Background: an optimization exercise with open tools, aiming at small area. Do not read the settings as production practice.
Function was checked by simulation only, so behaviour that the tests miss may differ from the original.
No activity file was given, so power comes from the tool's default toggle rates.

==> design/flow/design.v <==
`timescale 1ns / 1ps
module calc (
    input         clk,
    input         rst,       
    input  [15:0] buttons,   
    output [23:0] bcd,       
    output        neg        
);
  reg [15:0] p;       
  reg [3:0]  k;       
  reg [23:0] X;       
  reg [23:0] R;       
  reg [23:0] W;       
  reg [5:0]  cnt;     
  reg        s;       
  reg        showR;   
  assign bcd = X;
  assign neg = showR & (R[23] | (s & (R != 24'd0)));
  wire [15:0] e = buttons & ~p;
  reg [3:0] kc;
  always @* begin
    if      (e[3])  kc = 4'd0;
    else if (e[7])  kc = 4'd1;
    else if (e[6])  kc = 4'd2;
    else if (e[5])  kc = 4'd3;
    else if (e[11]) kc = 4'd4;
    else if (e[10]) kc = 4'd5;
    else if (e[9])  kc = 4'd6;
    else if (e[15]) kc = 4'd7;
    else if (e[14]) kc = 4'd8;
    else if (e[13]) kc = 4'd9;
    else if (e[2])  kc = 4'd10;
    else if (e[1])  kc = 4'd11;
    else if (e[0])  kc = 4'd12;
    else if (e[4])  kc = 4'd13;
    else if (e[8])  kc = 4'd14;
    else            kc = 4'd15;
  end
  wire isdig = ~(k[3] & (k[2] | k[1]));
  wire isbs  = (k == 4'd10);
  wire issub = (k == 4'd13);
  wire ismul = (k == 4'd14);
  wire isdiv = (k == 4'd15);
  function lt(input [5:0] a, input [5:0] b);
    integer j;
    reg r;
    begin
      r = 1'b0;
      for (j = 0; j < 6; j = j + 1)
        r = (~a[j] & b[j]) | (~(a[j] ^ b[j]) & r);
      lt = r;
    end
  endfunction
  localparam A0 = 2'd0, AK = 2'd1, AR = 2'd2, AW = 2'd3;
  localparam RQ = 2'd0, RR = 2'd1, RW = 2'd2, R0 = 2'd3;
  reg [1:0] as, ri;
  reg xe, za, g, inv, b10, dd;
  reg rshl, wshl, wlx, wrot;
  reg last, flips, sets, setshw, shw, kmul;
  always @* begin
    as = A0; ri = RQ; xe = 1'b0; za = 1'b0; g = 1'b0; inv = 1'b0; b10 = 1'b0; dd = 1'b0;
    rshl = 1'b0; wshl = 1'b0; wlx = 1'b0; wrot = 1'b0;
    last = 1'b0; flips = 1'b0; sets = 1'b0; setshw = 1'b0; shw = 1'b0; kmul = 1'b0;
    if (rst) begin
      xe = 1'b1; za = 1'b1; rshl = 1'b1; ri = R0; wlx = 1'b1;
    end else if (cnt == 6'd0) begin
    end else if (isdig) begin
      if (cnt == 6'd1) begin
        if (!(showR || X[23:20] == 4'd0)) last = 1'b1;
        else begin xe = 1'b1; za = 1'b1; end
      end else if (lt(cnt, 6'd6)) begin
        xe = 1'b1; as = AK; g = ~cnt[0];
      end else if (cnt == 6'd6) begin
        wlx = 1'b1; xe = 1'b1; za = 1'b1;
      end else begin
        xe = 1'b1; dd = 1'b1; as = AW; wshl = 1'b1; wrot = 1'b1;
        if (cnt == 6'd30) begin last = 1'b1; setshw = 1'b1; end
      end
    end else if (isbs) begin
      if (cnt == 6'd1) begin xe = 1'b1; za = 1'b1; end
      else if (lt(cnt, 6'd26)) begin
        xe = 1'b1; as = AW; g = 1'b1; b10 = 1'b1; inv = ~X[23]; wshl = 1'b1;
      end else if (cnt == 6'd26) begin xe = 1'b1; za = 1'b1; end
      else begin
        xe = 1'b1; dd = 1'b1; as = AW; wshl = 1'b1; wrot = 1'b1;
        if (cnt == 6'd50) begin last = 1'b1; setshw = 1'b1; end
      end
    end else if (isdiv) begin
      if (cnt == 6'd1) begin
        xe = 1'b1; za = 1'b1; sets = R[23];
      end else if (lt(cnt, 6'd26)) begin
        xe = 1'b1; as = AR; g = 1'b1; inv = ~X[23]; rshl = 1'b1;
      end else if (cnt == 6'd26) begin
        xe = 1'b1; za = 1'b1; kmul = R[23] & R[22];
      end else begin
        xe = 1'b1; dd = 1'b1; as = AR; rshl = 1'b1; ri = RR; wshl = 1'b1;
        if (cnt == 6'd50) begin last = 1'b1; setshw = 1'b1; shw = 1'b1; end
      end
    end else begin
      if (cnt == 6'd1) begin xe = 1'b1; za = 1'b1; end
      else if (lt(cnt, 6'd26)) begin
        xe = 1'b1; rshl = 1'b1;
        if (k[1]) g = R[23] & k[2];
        else begin
          as = AR;
          g = (cnt == 6'd25);
          inv = (issub ^ s) & g;
        end
      end else if (cnt == 6'd26) begin
        wlx = 1'b1; xe = 1'b1; za = 1'b1; flips = X[23];
      end else if (cnt == 6'd27) begin
        xe = 1'b1; g = 1'b1; inv = W[23];
      end else if (cnt == 6'd28) begin
        wlx = 1'b1; xe = 1'b1; za = 1'b1;
      end else begin
        xe = 1'b1; dd = 1'b1; as = AW; wshl = 1'b1; rshl = 1'b1; ri = RW;
        if (cnt == 6'd52) begin last = 1'b1; setshw = 1'b1; shw = 1'b1; end
      end
    end
  end
  reg a0;
  always @* begin
    case (as)
      AK: a0 = cnt[1] ? (cnt[0] ? k[2] : k[3]) : (cnt[0] ? k[0] : k[1]);
      AR: a0 = R[23];
      AW: a0 = W[23];
      default: a0 = 1'b0;
    endcase
  end
  wire [23:0] ddb;
  genvar i;
  generate
    for (i = 0; i < 6; i = i + 1) begin : ddm
      wire m = dd & (X[4*i+3] | (X[4*i+2] & (X[4*i+1] | X[4*i])));
      assign ddb[4*i+:4] = {1'b0, m, m, 1'b0};
    end
  endgenerate
  wire [23:0] bop = (((b10 ? 24'd10 : W) & {24{g}}) | ddb) ^ {24{inv}};
  wire [23:0] aop = {X[22:0] & {23{~za}}, a0};
  wire [24:0] c;
  wire [23:0] sum;
  assign c[0] = inv;
  generate
    for (i = 0; i < 24; i = i + 1) begin : fa
      assign sum[i] = aop[i] ^ bop[i] ^ c[i];
      assign c[i+1] = (aop[i] & bop[i]) | (c[i] & (aop[i] ^ bop[i]));
    end
  endgenerate
  wire q = ~sum[23];
  wire [5:0] cinc;
  wire [6:0] cc;
  assign cc[0] = 1'b1;
  generate
    for (i = 0; i < 6; i = i + 1) begin : inc
      assign cinc[i] = cnt[i] ^ cc[i];
      assign cc[i+1] = cnt[i] & cc[i];
    end
  endgenerate
  reg rin;
  always @* begin
    case (ri)
      RQ: rin = q;
      RR: rin = R[23];
      RW: rin = W[23];
      default: rin = 1'b0;
    endcase
  end
  always @(posedge clk) begin
    p <= rst ? 16'd0 : buttons;
    if (rst) begin
      cnt <= 6'd0;
      s <= 1'b0;
      showR <= 1'b0;
    end else begin
      if (cnt == 6'd0) begin
        if (e != 16'd0) begin
          k <= kc;
          cnt <= 6'd1;
        end
      end else
        cnt <= last ? 6'd0 : cinc;
      if (kmul) k[0] <= 1'b0;
      if (setshw) showR <= shw;
      if (flips) s <= ~s;
      if (sets) s <= 1'b1;
    end
    if (xe) X <= sum;
    if (rshl) R <= {R[22:0], rin};
    if (wlx) W <= X;
    else if (wshl) W <= {W[22:0], wrot ? W[23] : (as == AW && !dd) ? q : 1'b0};
  end
endmodule
==> design/flow/run.sh <==
#!/bin/bash
# synth_recipe.tcl (not shown) runs the flow's synth.tcl, then flattens the netlist and writes it again
# the make line also repeats each setting of config.mk as NAME=value (left out here)
make -C /OpenROAD-flow-scripts/flow DESIGN_CONFIG=/design/flow/config.mk WORK_HOME=/design/flow/orfs CLKGATE_MAP_FILE= SYNTH_SCRIPT=/design/flow/synth_recipe.tcl finish
==> design/flow/config.mk <==
export PLATFORM = sky130hd
export DESIGN_NAME = calc
export DESIGN_NICKNAME = calc
export VERILOG_FILES = /design/flow/design.v
export SDC_FILE = /design/flow/constraint.sdc
export NUM_CORES = 4
export LEC_CHECK = 0
export CAP_MARGIN = 20
export CORE_MARGIN = 2
export CORE_UTILIZATION = 40
export SLEW_MARGIN = 20
==> design/flow/constraint.sdc <==
create_clock -name core_clock -period 150.0 [get_ports {clk}]
set_input_delay 30.0000 -clock core_clock [delete_from_list [all_inputs] [get_ports {clk}]]
set_output_delay 30.0000 -clock core_clock [all_outputs]
set_load 0.01 [all_outputs]
==> results by group <==
Global routing
  • Initial antenna violation count: 0
  • Vias in the first global route: 3915
  • Largest net degree at the start of global routing: 32
  • Overflow after GRT: 0
  • First-pass GRT wire length: 19.8 mm
  • GRT Overall Usage: 0.173

Detailed routing
  • WL/cell: 16.7 um
  • Vias: 3936
  • Remaining DRCs: 0
  • Antenna viol nets, final: 0
  • Iter 0 DRT Violations: 417
  • Drt first pass iters: 6
  • Avg Vias per Cell: 5.42
  • WL final: 12.1 mm

Floorplanning
  • IO Pins: 43
  • Row count: 43
  • Die W: 122 um
  • Core Area: 13800 um^2
  • Initial Util: 0.408
  • Chip height: 122 um
  • Die footprint: 15000 um^2

Critical path
  • CP max stage cell: o32ai_1
  • WP data arrival: 41.54 ns
  • Worst Path Buf+Inv: 3
  • CP endpoint kind: register
  • CP dominant cell by count: fa_1
  • CP startpoint kind: input pin
  • Largest stage delay on the critical path: 0.47 ns
  • Critical path type: in2reg
  • Reg2Reg Launch Point: cnt[1]
  • Worst Path Required: 150.09 ns
  • Critical path peak fanout: 31
  • Crit path from: rst
  • Cell family with most CP delay: adder cells

Timing
  • Final worst path period need: 41.44 ns
  • Total negative setup slack: 0 ns
  • Max_slew headroom: 0.396
  • Worst Slack Setup Final: 108.56 ns
  • Achievable frequency: 24.1 MHz
  • Pins Over Slew Limit: 0
  • Worst Max-Slew Pin Slew: 0.906 ns
  • Final setup violation count: 0
  • Skew final: 0.0111 ns
  • RSZ-0062 raised after global routing: false
  • Fin crit share: 0.276
  • Final hold violation count: 0

Power and ir drop
  • Internal Power: 55.8 uW
  • Pwr/cell area: 12.3 nW/um^2
  • Tot Pwr: 79.9 uW
  • Sequential Power Share: 0.499
  • Peak VDD IR: 0.00000493 V
  • Combinational group share of total power: 0.218
  • Leak pwr: 2.38 nW
  • Switching fraction of total power: 0.302
  • Switching power: 24.1 uW
  • Clk pwr share: 0.283

Clocking
  • TritonCTS Buffers: 9
  • CTS tree: built
  • Setup Buffers After CTS: 0
  • Clock Tree Root: clkbuf_16
  • Reg clk slew, reported paths: 0.07 ns
  • CTS sink cnt: 100
  • Max Buffers Root-to-Sink: 2
  • Worst-Skew Late Latency: 0.35 ns
  • H-tree levels: 3
  • Hold buffer count at CTS: 0
  • Resized cells post-CTS: 0

Finish
  • Area growth syn-to-layout: 15.8%
  • Most frequent cells in the layout: edfxtp_1, nand2_1, clkdlybuf4s50_1, inv_1
  • ANT cells: 0
  • Final #Nets: 588
  • Fillers: 1311
  • Share of cells above drive strength 1: 0.110
  • Final instance area: 6500 um^2
  • Most common cell after layout, fill and taps aside: edfxtp_1
  • Finished Layout Cells: 726

Job
  • Max-cap viol count: 0

Place
  • Placer Congestion: 0.911
  • Cells after DPL: 710
  • Placed Area: 6210 um^2
  • Buffers on Ports: 42
  • Pre-CTS setup slack: 108.21 ns
  • Post-DP HPWL: 8.55 mm

Yosys
  • Mux contribution to synthesized area: 0.0546
  • Synthesized-area fraction occupied by xor and xnor cells: 0.0466
  • Synth Area in Compound Gates: 0.109
  • Main synth FF type: edfxtp_1
  • Top cell type's share of synthesized area: 0.407
  • Simple-gate share of the synthesized area: 0.164
  • Post-Synthesis Cells: 501
  • Async S/R FF share, synth: 0
  • Main area contributors after synthesis: edfxtp_1, dfxtp_1, fa_1, mux2_2, nand2_1
  • Synth Area in Adders: 0.0940
  • Cell Area, Synth: 5610 um^2
  • Yosys cell types: 68
  • Largest family of logic cells by synthesized area: simple AND/OR/NAND/NOR gates
  • Area leader, netlist: edfxtp_1
  • Syn Nets: 548
  • Sequential area share after synthesis: 0.492
  • Synthesized area per cell: 11.2 um^2
  • #FFs+latches synth: 100
  • Post-synth EDFFs: 76
  • Yosys Warn Count: 1

Worst hold path
  • Hold path start: R[6]
  • Worst hold path type: reg2reg

Status
  • Status: complete, no violations
==> final timing paths <==
check	to	slack, ns	cells past startpoint
max	R[0]	108.56	34
min	R[7]	0.45	0
max reg2reg	R[0]	137.46	35
min reg2reg	R[7]	0.45	0
==> synth_stat cells, types with 7 or more instances <==
library cell / instances
nand3_1: 9
fa_1: 22
nor3_1: 8
edfxtp_1: 76
xnor2_1: 14
inv_1: 34
nand2_1: 57
nor2b_1: 21
o21ai_0: 24
nor4_1: 7
dfxtp_1: 24
nor2_1: 24
xor2_1: 14
buf_2: 12
and2_1: 7
ha_1: 7
a21oi_1: 14
nand2b_1: 11
o21a_1: 7
mux2_2: 24
==> power groups by stage <==
stage | Clock [mW] | Combinational, mW | Sequential (mW)
finish | 0.0226 | 0.0174 | 0.0399
global route | 0.0242 | 0.0195 | 0.0406
CTS | 0.0232 | 0.0176 | 0.0400
detailed placement | 0 | 0.0174 | 0.0405
global placement | 0 | 0.0174 | 0.0404
floorplan | 0 | 0.00980 | 0.0398
==> state kept, by name (all words and copies together) (netlist names) <==
| signal | cells |
|---|---|
| s | 1 |
| p | 16 |
| cnt | 6 |
| showR | 1 |
| k | 4 |
| X | 24 |
| W | 24 |
| R | 24 |
==> metrics by stage <==
step	hold WS, ns	util
global placement	0.432	0.451
finish	0.451	0.472
global route	0.469	0.472
detailed placement	0.439	0.451
CTS	0.453	0.472
floorplan	0.427	-
==> cell type report <==
| cell class | count | area, um^2 | area share |
|---|---|---|---|
| Clock inverter | 7 | 60.1 | 0.00924 |
| Tap cell | 180 | 225 | 0.0346 |
| Sequential cell | 100 | 2760 | 0.425 |
| Inverter | 34 | 128 | 0.0196 |
| Timing Repair Buffer | 49 | 473 | 0.0727 |
| Multi-Input combinational cell | 347 | 2630 | 0.404 |
| Clock buffer | 9 | 225 | 0.0346 |
==> logic make-up after synthesis <==
logic type	count (synthesis)
and+or+nand+nor	173
DFF	100
AOI/OAI and AO/OA	90
buffers and inverters	54
xor gates and xnor gates	29
adders and majority gates	29
muxes	26
==> per-layer routing <==
| metal | track usage | vias up | part of all wire |
|---|---|---|---|
| met5 | 0 | - | 0 |
| met4 | 0.0920 | 0 | 0.034 |
| met3 | 0.0381 | 36 | 0.056 |
| met2 | 0.264 | 132 | 0.45 |
| met1 | 0.231 | 1896 | 0.46 |
| li1 | - | 1872 | - |

## separate check: timing with driven ports
No port has a modelled driver above. Below, the same layout with a new extraction and two added sets of constraints.
Step 1 assumes that a clkbuf_16 drives the clock port and a buf_2 every other input.
Step 2 times the ports against the registers' clock, not the clock port: input delays grow and output delays shrink by t, the midpoint of the rising clock arrivals with the driver on.
a / b / c = ideal ports / drivers / drivers and shift; a / b = the first two.
shift t [ns]: 0.387
setup WS [ns]: 108.555 / 108.569 / 108.183
worst setup path at the end: input to register
latest minus earliest clock arrival (ns): 0.011 / 0.011
worst slew at a driven data input, ns: 0.04
After both steps this run still meets setup and hold. The setup slack of this run moves by +0.014 ns with the drivers and by -0.372 ns with both steps.
